Context: an optimization exercise on an open-source flow, tuned for small area, a short achievable clock period and few clock cycles. The choices shown serve that exercise and are no tape-out recipe.
No run shown here included a check of the RTL's function; only the layout flow was run.
No activity file was given, so power comes from the tool's default toggle rates.

--- flow/run.sh ---
#!/bin/bash
set -euo pipefail
MARGIN=$(cat flow/margin.txt)
bash standard.sh SETUP_SLACK_MARGIN=$MARGIN finish > standard_flow.log 2>&1
--- flow/margin.txt ---
5.5
--- standard.sh ---
#!/bin/bash
# synth_recipe.tcl (not shown) runs the flow's synth.tcl, then flattens the netlist and writes it again
# the make line also repeats each setting of config.mk as NAME=value (left out here)
make -C /OpenROAD-flow-scripts/flow DESIGN_CONFIG=/design/flow/config.mk WORK_HOME=/design/flow/orfs CLKGATE_MAP_FILE= SYNTH_SCRIPT=/design/flow/synth_recipe.tcl "${@:-finish}"
--- config.mk ---
export PLATFORM = sky130hd
export DESIGN_NAME = full_reciprocal
export DESIGN_NICKNAME = full_reciprocal
export VERILOG_FILES = /design/flow/design.v
export SDC_FILE = /design/flow/constraint.sdc
export NUM_CORES = 4
export LEC_CHECK = 0
export CAP_MARGIN = 20
export CORE_MARGIN = 2
export CORE_UTILIZATION = 40
export SLEW_MARGIN = 20
--- constraint.sdc ---
create_clock -name core_clock -period 8.0 [get_ports {clk}]
set_input_delay 1.6000 -clock core_clock [delete_from_list [all_inputs] [get_ports {clk}]]
set_output_delay 1.6000 -clock core_clock [all_outputs]
set_load 0.01 [all_outputs]
--- design.v ---
`timescale 1ns / 1ps
module full_reciprocal(
input logic clk,
input logic rst,  
input logic start,
output logic ready,
input logic [15:0] input0,
output logic [23:0] output0  
);
logic        busy;   
logic        first;  
logic [15:0] x;      
logic [16:0] p;      
logic [19:0] q;      
logic [19:0] res;    
assign output0 = {4'b0, res};
logic          tab_e;    
logic [6:0] tab_q;    
logic [9:0] row;
logic [64:8] ge;
assign row = input0[15:6];
always_comb begin
	ge[8] = row <= 10'd1023;
	ge[9] = row <= 10'd909;
	ge[10] = row <= 10'd818;
	ge[11] = row <= 10'd743;
	ge[12] = row <= 10'd681;
	ge[13] = row <= 10'd629;
	ge[14] = row <= 10'd584;
	ge[15] = row <= 10'd545;
	ge[16] = row <= 10'd511;
	ge[17] = row <= 10'd480;
	ge[18] = row <= 10'd454;
	ge[19] = row <= 10'd430;
	ge[20] = row <= 10'd408;
	ge[21] = row <= 10'd389;
	ge[22] = row <= 10'd371;
	ge[23] = row <= 10'd355;
	ge[24] = row <= 10'd340;
	ge[25] = row <= 10'd326;
	ge[26] = row <= 10'd314;
	ge[27] = row <= 10'd302;
	ge[28] = row <= 10'd291;
	ge[29] = row <= 10'd281;
	ge[30] = row <= 10'd272;
	ge[31] = row <= 10'd263;
	ge[32] = row <= 10'd255;
	ge[33] = row <= 10'd247;
	ge[34] = row <= 10'd239;
	ge[35] = row <= 10'd233;
	ge[36] = row <= 10'd226;
	ge[37] = row <= 10'd220;
	ge[38] = row <= 10'd214;
	ge[39] = row <= 10'd209;
	ge[40] = row <= 10'd203;
	ge[41] = row <= 10'd198;
	ge[42] = row <= 10'd194;
	ge[43] = row <= 10'd189;
	ge[44] = row <= 10'd185;
	ge[45] = row <= 10'd181;
	ge[46] = row <= 10'd177;
	ge[47] = row <= 10'd173;
	ge[48] = row <= 10'd169;
	ge[49] = row <= 10'd166;
	ge[50] = row <= 10'd162;
	ge[51] = row <= 10'd159;
	ge[52] = row <= 10'd156;
	ge[53] = row <= 10'd153;
	ge[54] = row <= 10'd150;
	ge[55] = row <= 10'd147;
	ge[56] = row <= 10'd145;
	ge[57] = row <= 10'd142;
	ge[58] = row <= 10'd140;
	ge[59] = row <= 10'd137;
	ge[60] = row <= 10'd135;
	ge[61] = row <= 10'd133;
	ge[62] = row <= 10'd131;
	ge[63] = row <= 10'd129;
	ge[64] = 1'b0;
	tab_q = '0;
	for (int k = 8; k <= 63; k++)
		if (ge[k] & ~ge[k+1]) tab_q = tab_q | 7'(k);
end
assign tab_e = (row >= 10'd128) & ~((row == 10'd128) | (row == 10'd130) | (row == 10'd132) | (row == 10'd134) | (row == 10'd136) | (row == 10'd138) | (row == 10'd141) | (row == 10'd143) | (row == 10'd146) | (row == 10'd148) | (row == 10'd151) | (row == 10'd154) | (row == 10'd157) | (row == 10'd160) | (row == 10'd163) | (row == 10'd167) | (row == 10'd170) | (row == 10'd174) | (row == 10'd178) | (row == 10'd182) | (row == 10'd186) | (row == 10'd190) | (row == 10'd195) | (row == 10'd199) | (row == 10'd204) | (row == 10'd210) | (row == 10'd215) | (row == 10'd221) | (row == 10'd227) | (row == 10'd234) | (row == 10'd240) | (row == 10'd248) | (row == 10'd256) | (row == 10'd264) | (row == 10'd273) | (row == 10'd282) | (row == 10'd292) | (row == 10'd303) | (row == 10'd315) | (row == 10'd327) | (row == 10'd341) | (row == 10'd356) | (row == 10'd372) | (row == 10'd390) | (row == 10'd409) | (row == 10'd431) | (row == 10'd455) | (row == 10'd481) | (row == 10'd512) | (row == 10'd546) | (row == 10'd585) | (row == 10'd630) | (row == 10'd682) | (row == 10'd744) | (row == 10'd819) | (row == 10'd910));
logic [15:0] y;
logic [15:0] msk;    
logic [15:0] msb;    
logic [16:0] hi;     
logic [15:0] lo;     
assign y = x - 1'b1;
always_comb begin
	hi[16] = 1'b0;
	for (int i = 15; i >= 0; i--) hi[i] = hi[i+1] | x[i];
	lo[0] = 1'b0;
	for (int i = 1; i < 16; i++) lo[i] = lo[i-1] | x[i-1];
	for (int i = 0; i < 16; i++) msk[i] = hi[i+1] | (x[i] & lo[i]);
	msb = msk & ~(msk >> 1);
end
logic [15:0] r1;
assign r1 = ~y & msk;
logic [17:0] diff;
logic        qb;
logic [15:0] r;
assign diff = {1'b0, p} - {2'b0, x};
assign qb   = ~diff[17];
assign r    = qb ? diff[15:0] : p[15:0];
logic tdone, sdone;
assign tdone = ~busy & start & tab_e;
assign sdone = busy & ~first & q[19];
always_ff @(posedge clk) begin
	if (!busy)
		x <= input0;
	if (first) begin
		p <= {r1, 1'b0};
		q <= {2'b0, msb, ~msk[0], 1'b1};
	end else begin
		p <= {r, 1'b0};
		q <= {q[18:0], qb};
	end
	if (!rst) begin
		if (sdone)
			res <= {q[18:0], qb};
		else if (tdone)
			res <= 20'(tab_q);
	end
	if (rst) begin
		busy  <= 1'b0;
		first <= 1'b0;
		ready <= 1'b0;
	end else begin
		busy  <= busy ? ~sdone : start & ~tab_e;
		first <= ~busy & start & ~tab_e;
		ready <= sdone | tdone;
	end
end
endmodule
==> results of run 1 <==
## kinds of logic (layout without fill, tap and decap cells)
family	count (synthesis)	after routing	synth area share, %
flops	75	75	29.51
buf+inv	113	231	8.191
compound gates	236	240	25.33
xor+xnor	17	17	2.360
fa+ha+maj	20	20	4.086
simple gates	322	322	27.37
other cells	1	4	0.05944
mux	19	19	3.094
## through the flow
step | cells | setup slack, ns
after detailed placement | 1002 | 2.749
after global routing | 1139 | 4.341
after global placement | 1002 | 2.612
after floorplan | 806 | 4.432
final | 1139 | 4.387
after CTS | 1094 | 4.443
## report_power, final
| group | total, W | internal, W | switching, W | leakage, nW |
|---|---|---|---|---|
| Sequential | 0.000577 | 0.000512 | 0.0000651 | 0.674 |
| Clock | 0.000404 | 0.000231 | 0.000173 | 0.142 |
| Combinational | 0.00109 | 0.000506 | 0.000582 | 2.77 |
## area by class of cell
cell class | count | area (um2)
multi-input cells | 622 | 4825
repair buffers | 168 | 1788
fillers | 1339 | 6095
clock inverters | 6 | 46.29
inverters | 47 | 183.9
clock buffers | 10 | 250.2
well taps | 211 | 264.0
flip-flops and latches | 75 | 1863
## repair_timing
action / CTS / global route
cloned: 16 / 3
endpoints found under the hold margin: 0 / 0
buffers inserted: 60 / 42
pin swaps: 29 / 47
endpoints found under the setup margin: 79 / 57
resized for setup: 259 / 83
## state kept, by name, summed over array words and instances, names as in the netlist
name   count
first      1
p         16
q         20
ready      1
busy       1
x         16
res       20
## critical path: cells and delay by family
| kind | cells | cell delay, ns |
|---|---|---|
| AND/OR/NAND/NOR | 4 | 1.05 |
| buffers and inverters | 2 | 0.25 |
| AO/OA/AOI/OAI | 2 | 0.78 |
## worst paths after layout
kind	start	end	slack [ns]	cells past startpoint
worst max-delay path	input0[8]	res[4]	4.39	8
worst min-delay path	q[17]	q[18]	0.47	1
worst max register to register	x[4]	p[2]	5.33	9
worst min register to register	q[17]	q[18]	0.47	1
## layout by cell type, fill, tap and decap left out, types with 13 or more instances in the layout
| cell type | n |
|---|---|
| buf_4 | 97 |
| nand2_1 | 61 |
| nor2_1 | 48 |
| o21ai_0 | 41 |
| inv_1 | 40 |
| a21oi_1 | 39 |
| dfxtp_1 | 38 |
| nor3_1 | 36 |
| edfxtp_1 | 36 |
| nand3_1 | 32 |
| buf_2 | 20 |
| nand4_1 | 19 |
| mux2i_1 | 15 |
| a31oi_1 | 15 |
| ha_1 | 14 |
| buf_12 | 14 |
| xnor2_1 | 13 |
| clkbuf_16 | 13 |
## layer usage
metal,global-route usage (%),vias up,part of all wire [%]
li1,-,3268,-
met1,45.09,3559,41
met2,50.05,516,44
met3,7.060,129,10
met4,10.44,0,4.6
met5,0,-,0
==> impl_results.md, run 1 <==
- Outcome: complete, no violations
- Startpoint Class: primary input
- Chip width: roughly 130 um
- Path type of the worst setup path: primary input to flip-flop
- Share of cells above drive strength 1: about 34%
- Clock Skew: about 0.011 ns
- Mean Syn Cell Area: 7.856 um2
- Max Slew Vio Count: 0
- Crit end category: flip-flop
- Crit path cell chain: buf_12, buf_12, or3_4, o41ai_4, nor2_1, nor4_2, nand4_1, o32a_1
- Post-synth EDFFs: 36
- Ys Warns: 1
- H-tree depth: 3
- Slowest stage delay, CP: ~0.43 ns
- RSZ-0062 raised after global routing: yes
- Power, Total: 0.002069 W
- Die area: between 15000 and 20000 um2
- WP data arrival: 3.70 ns
- Sequential share of the synthesized area: 29.51%
- Port bufs: 39
- Routed vias/inst: about 6.6
- Actual slew at the worst max-slew pin: around 1.0 ns
- Post-synth ARST share: 0%
- Cells after synthesis: roughly 800
- PD cells: ~220 nW/um2
- Via count: 7472
- Die Height: about 130 um
- ANT nets after route: 0
- Sink Count: between 70 and 80
- Initial drt markers: around 940
- Ant diodes: 0
- Average wire per cell in the routed design: ~25 um
- # hold bufs at CTS: 0
- Most used DFF post-synth: dfxtp_1
- Initial antenna violation count: 0
- Hold Fails Final Rpt: 0
- Final net count: ~960
- Site Rows: 45
- Top Ports: 44
- Flip-flop and latch count after synthesis: 75
- Final core area utilization: roughly 60%
- Most frequent CP cell: buf_12
- Tcrit/Tclk final: between 40 and 50%
- Slowest CP cell: or3_4
- Initial Util: 41.19%
- Max clock buf depth: 2
- First-pass GRT wire length: between 40 and 50 mm
- First drt pass iteration count: 8
- Post-synthesis cell type count: 85
- GRT overflow: 0
- Ranking of synthesized cells by area: edfxtp_1, dfxtp_1, a21oi_1
- Vias in the first global route: a little under 7000
- Final hold slack: 0.4697 ns
- Tmin final: 3.613 ns
- Placer Congestion: roughly 1.0
- Area grow syn2layout: 46.15%
- Post-route DRC violation count: 0
- Post-DP HPWL: between 15 and 20 mm
- Placement Cell Area: ~7000 um2
- Leak Pwr: 3.591 nW
- WL final: 28.07 mm
- Fin Setup TNS: 0 ns
- Root Buffer: clkbuf_16
- Cell area after synthesis: between 6000 and 7000 um2
- Fin area: around 9200 um2
- Worst-skew pair later-pin latency: between 0.3 and 0.4 ns
- Worst slew margin: a little under a third
- Max cap viols: 0
- CTS tree: yes
- Post-synth top cells: nand2_1, nor2_1, a21oi_1, o21ai_0, inv_1
- Final setup violation count: 0
- Synth top area share: roughly 17%
- Most common cell in the synthesized netlist: nand2_1
- Cell taking the most area after synthesis: edfxtp_1
- Max frequency: 276.8 MHz
- Largest net degree at the start of global routing: a little over 60
- Hold WC Path Type: flip-flop to flip-flop
- Crit-path max FO: 6
- Clock slew at reported path FFs: roughly 0.060 ns
- Worst EP required: 8.08 ns
- GRT Util Overall: 32.40%
- Clock buffer count from CTS: 9
- Core area: about 15000 um2
- Worst VDD drop: ~0.19 mV
==> run 2, diff against run 1 <==
==> run.sh (new file) <==
#!/bin/bash
# synth_recipe.tcl (not shown) runs the flow's synth.tcl, then flattens the netlist and writes it again
# the make line also repeats each setting of config.mk as NAME=value (left out here)
make -C /OpenROAD-flow-scripts/flow DESIGN_CONFIG=/design/flow/config.mk WORK_HOME=/design/flow/orfs CLKGATE_MAP_FILE= SYNTH_SCRIPT=/design/flow/synth_recipe.tcl finish
--- a/config.mk
+++ b/config.mk
@@ -10,2 +10,3 @@
 export CORE_UTILIZATION = 40
+export SETUP_SLACK_MARGIN = 5
 export SLEW_MARGIN = 20
removed: flow/run.sh
removed: flow/margin.txt
removed: standard.sh
==> run 2 against run 1 <==
  * Design area down 2.5%
  * Sequential power up 0.9%
  * Via count down 3.1%
  * Routed wire length down 7.3%
  * Sequential share of layout area grew 0.52 points
  * Cell count down 2.4%
  * Synthesized cell count stayed put
  * Clock skew shrank 0.0027 ns
  * Non-clock buffer count shrank 26
==> impl_results.md, run 2 <==
- Outcome: complete, no violations (unchanged)
- First-pass GRT wire length: 40.74 mm (was 41.09 mm)
- Vias in the first global route: 6928 (was 6904)
- WL final: 26.02 mm (was 28.07 mm)
- Final setup violation count: 0 (unchanged)
- Worst VDD drop: 0.1637 mV (was 0.1868 mV)
- Top Ports: 44 (unchanged)
- Average wire per cell in the routed design: 23.40 um (was 24.64 um)
- First drt pass iteration count: 7 (was 8)
- Post-DP HPWL: 15.76 mm (was 16.35 mm)
- Tcrit/Tclk final: 44.37% (was 45.16%)
- Port bufs: 39 (unchanged)
- Crit end category: flip-flop (unchanged)
- Routed vias/inst: 6.508 (was 6.560)
- Post-synthesis compound-gate area fraction: 25.33% (unchanged)
- Site Rows: 45 (unchanged)
- Die Height: 129.6 um (unchanged)
- Multiplexer share of the synthesized area: 3.094% (unchanged)
- # hold bufs at CTS: 0 (unchanged)
- Biggest regs: q: 20 flops, res: 20 flops (unchanged)
- Flip-flop and latch count after synthesis: 75 (unchanged)
- Ant diodes: 0 (unchanged)
- Max frequency: 281.8 MHz (was 276.8 MHz)
- Initial Util: 41.19% (unchanged)
- Largest family of logic cells by synthesized area: simple AND/OR/NAND/NOR gates (unchanged)
- RSZ-0062 raised after global routing: yes (unchanged)
- Sink Count: 75 (unchanged)
- Cell taking the most area after synthesis: edfxtp_1 (unchanged)
- Post-Synth Simple-Gate Area: 27.37% (unchanged)
- Cell area after synthesis: 6309 um2 (unchanged)
- Post-route DRC violation count: 0 (unchanged)
- Initial drt markers: 766 (was 937)
- Hold WC Path Type: flip-flop to flip-flop (unchanged)
- Tmin final: 3.549 ns (was 3.613 ns)
- ANT nets after route: 0 (unchanged)
- Clock buffer count from CTS: 9 (unchanged)
- Leak Pwr: 3.476 nW (was 3.591 nW)
- Via count: 7237 (was 7472)
- GR Layer Usage met2: 47.64% (was 50.05%)
- Worst-skew pair later-pin latency: 0.34 ns (about the same)
- H-tree depth: 3 (unchanged)
- Post-synth ARST share: 0% (unchanged)
- Share of cells above drive strength 1: 27.08% (was 34.16%)
- Fin area: 8987 um2 (was 9220 um2)
- Area grow syn2layout: 42.46% (was 46.15%)
- Clock slew at reported path FFs: 0.06 ns (about the same)
- WP data arrival: 3.62 ns (was 3.70 ns)
- Max Slew Vio Count: 0 (unchanged)
- Synth top area share: 17.14% (unchanged)
- Post-synth EDFFs: 36 (unchanged)
- Crit-path max FO: 7 (was 6)
- Root Buffer: clkbuf_16 (unchanged)
- Placement Cell Area: 6803 um2 (was 6859 um2)
- Ranking of synthesized cells by area: edfxtp_1, dfxtp_1, a21oi_1 (unchanged)
- Worst slew margin: 32.86% (was 30.74%)
- Post-synth top cells: nand2_1, nor2_1, a21oi_1, o21ai_0, inv_1 (unchanged)
- Max clock buf depth: 2 (unchanged)
- Synth Area in Adders: 4.086% (unchanged)
- Die area: 16790 um2 (unchanged)
- Largest net degree at the start of global routing: 62 (unchanged)
- Max cap viols: 0 (unchanged)
- Met1 Usage GRT: 42.87% (was 45.09%)
- Path type of the worst setup path: primary input to flip-flop (unchanged)
- Fin Setup TNS: 0 ns (unchanged)
- Placer Congestion: 0.9941 (was 1.009)
- Chip width: 129.6 um (unchanged)
- GRT Util Overall: 32.00% (was 32.40%)
- PD cells: 212.6 nW/um2 (was 224.4 nW/um2)
- Post-Synth XOR/XNOR Area: 2.360% (unchanged)
- Mean Syn Cell Area: 7.856 um2 (unchanged)
- CTS tree: yes (unchanged)
- Final net count: 935 (was 962)
- Post-synthesis cell type count: 85 (unchanged)
- GRT met3 Usage: 8.629% (was 7.060%)
- Clock Skew: 0.007878 ns (was 0.01058 ns)
- Ys Warns: 1 (unchanged)
- Grt peak-use layer: met2 (unchanged)
- Actual slew at the worst max-slew pin: 1.006 ns (was 1.038 ns)
- Most frequent cells in the layout: buf_4, nand2_1, nor2_1, a21oi_1, inv_1 (was buf_4, nand2_1, nor2_1, o21ai_0, inv_1)
- Sequential share of the synthesized area: 29.51% (unchanged)
- Commonest non-fill, non-tap cell in the layout: buf_4 (unchanged)
- Most common cell in the synthesized netlist: nand2_1 (unchanged)
- Startpoint Class: primary input (unchanged)
- Initial antenna violation count: 1 (was 0)
- GRT overflow: 0 (unchanged)
- Hold Fails Final Rpt: 0 (unchanged)
- Cells after synthesis: 803 (unchanged)
- Core area: 15310 um2 (unchanged)
- Worst EP required: 8.07 ns (was 8.08 ns)
- Most used DFF post-synth: dfxtp_1 (unchanged)
## run 2: cell counts after synthesis
Identical to the previous run, type by type.
## run 2: layer usage
metal | wire length [um] | vias to the layer above
li1 | - | 3234
met1 | 10630 | 3366
met2 | 11000 | 491
met3 | 2864 | 146
met4 | 1529 | 0
met5 | 0 | -
## run 2: kinds of logic after synthesis
family / Yosys count
mux: 19
xor+xnor: 17
compound gates: 236
fa+ha+maj: 20
simple gates: 322
other cells: 1
flops: 75
buf+inv: 113
## run 2: cell type report
class                           instances  area, um2
Inverter                               47      190.2
Timing Repair Buffer                  142       1722
Tap cell                              211      264.0
Sequential cell                        75       1863
Multi-Input combinational cell        621       4648
Fill cell                            1392       6327
Clock inverter                          7      75.07
Clock buffer                            9      225.2
## run 2: worst max-delay path: stages
cell      delay, ns
buf_6          0.11
buf_12         0.14
or4b_4         0.60
o211ai_1       0.24
o41ai_2        0.12
or4_1          0.42
nor4b_2        0.24
a32oi_1        0.13
## run 2: power by group
group | total [W] | leakage (nW) | internal, W | switching, W
Combinational | 0.000922 | 2.66 | 0.000424 | 0.000498
Sequential | 0.000582 | 0.674 | 0.000513 | 0.0000698
Clock | 0.000406 | 0.140 | 0.000243 | 0.000163
## run 2: what timing repair did
item | CTS | global route
setup endpoints to repair | 45 | 36
gates cloned | 18 | 0
gates resized for setup | 198 | 29
pin swaps | 46 | 18
setup buffers | 65 | 9
hold endpoints to repair | 0 | 0
## run 2: worst paths after layout
path / start / depth (start not counted) / end / slack [ns]
max: input0[14] / 8 / res[0] / 4.45
min: q[17] / 1 / q[18] / 0.47
max reg2reg: x[4] / 10 / p[2] / 5.21
min reg2reg: q[17] / 1 / q[18] / 0.47
## run 2: metrics by stage
stage	std cells	total power, W	utilization, %	hold slack [ns]	setup slack, ns
after floorplan	806	0.001168	-	0.4279	4.432
after global placement	1004	0.001342	44.42	0.4571	2.858
after detailed placement	1004	0.001352	44.42	0.4528	2.929
after CTS	1103	0.001876	57.34	0.4707	4.455
after global routing	1112	0.002041	58.68	0.4843	4.441
final	1112	0.001910	58.68	0.4655	4.451

## static timing again, ports no longer ideal
How much do the figures lean on ideal ports? The routed layouts below were timed once more, with nothing changed but the port constraints.
Step 1 assumes that a clkbuf_16 drives the clock port and a buf_2 every other input.
Step 2 adds t to the input delays and takes it off the output delays; t is the mean of the earliest and latest rising clock arrival at the registers after step 1. Input paths then give back, and output paths get back, about the clock's delay inside the block.
a / b / c = ideal ports / drivers / drivers and shift; a / b = the first two.
run	t, ns	slack for setup (ns)	worst setup path at the end	clock arrival spread, ns	worst slew at a driven data input, ns
run 1	0.377	4.387 / 4.376 / 3.999	input to register	0.011 / 0.010	0.10
run 2	0.379	4.451 / 4.461 / 4.082	input to register	0.008 / 0.008	0.06
After both steps setup and hold are still met in every run listed. For run 1, which loses most, drivers alone change the setup slack by -0.011 ns; drivers and shift together by -0.388 ns.
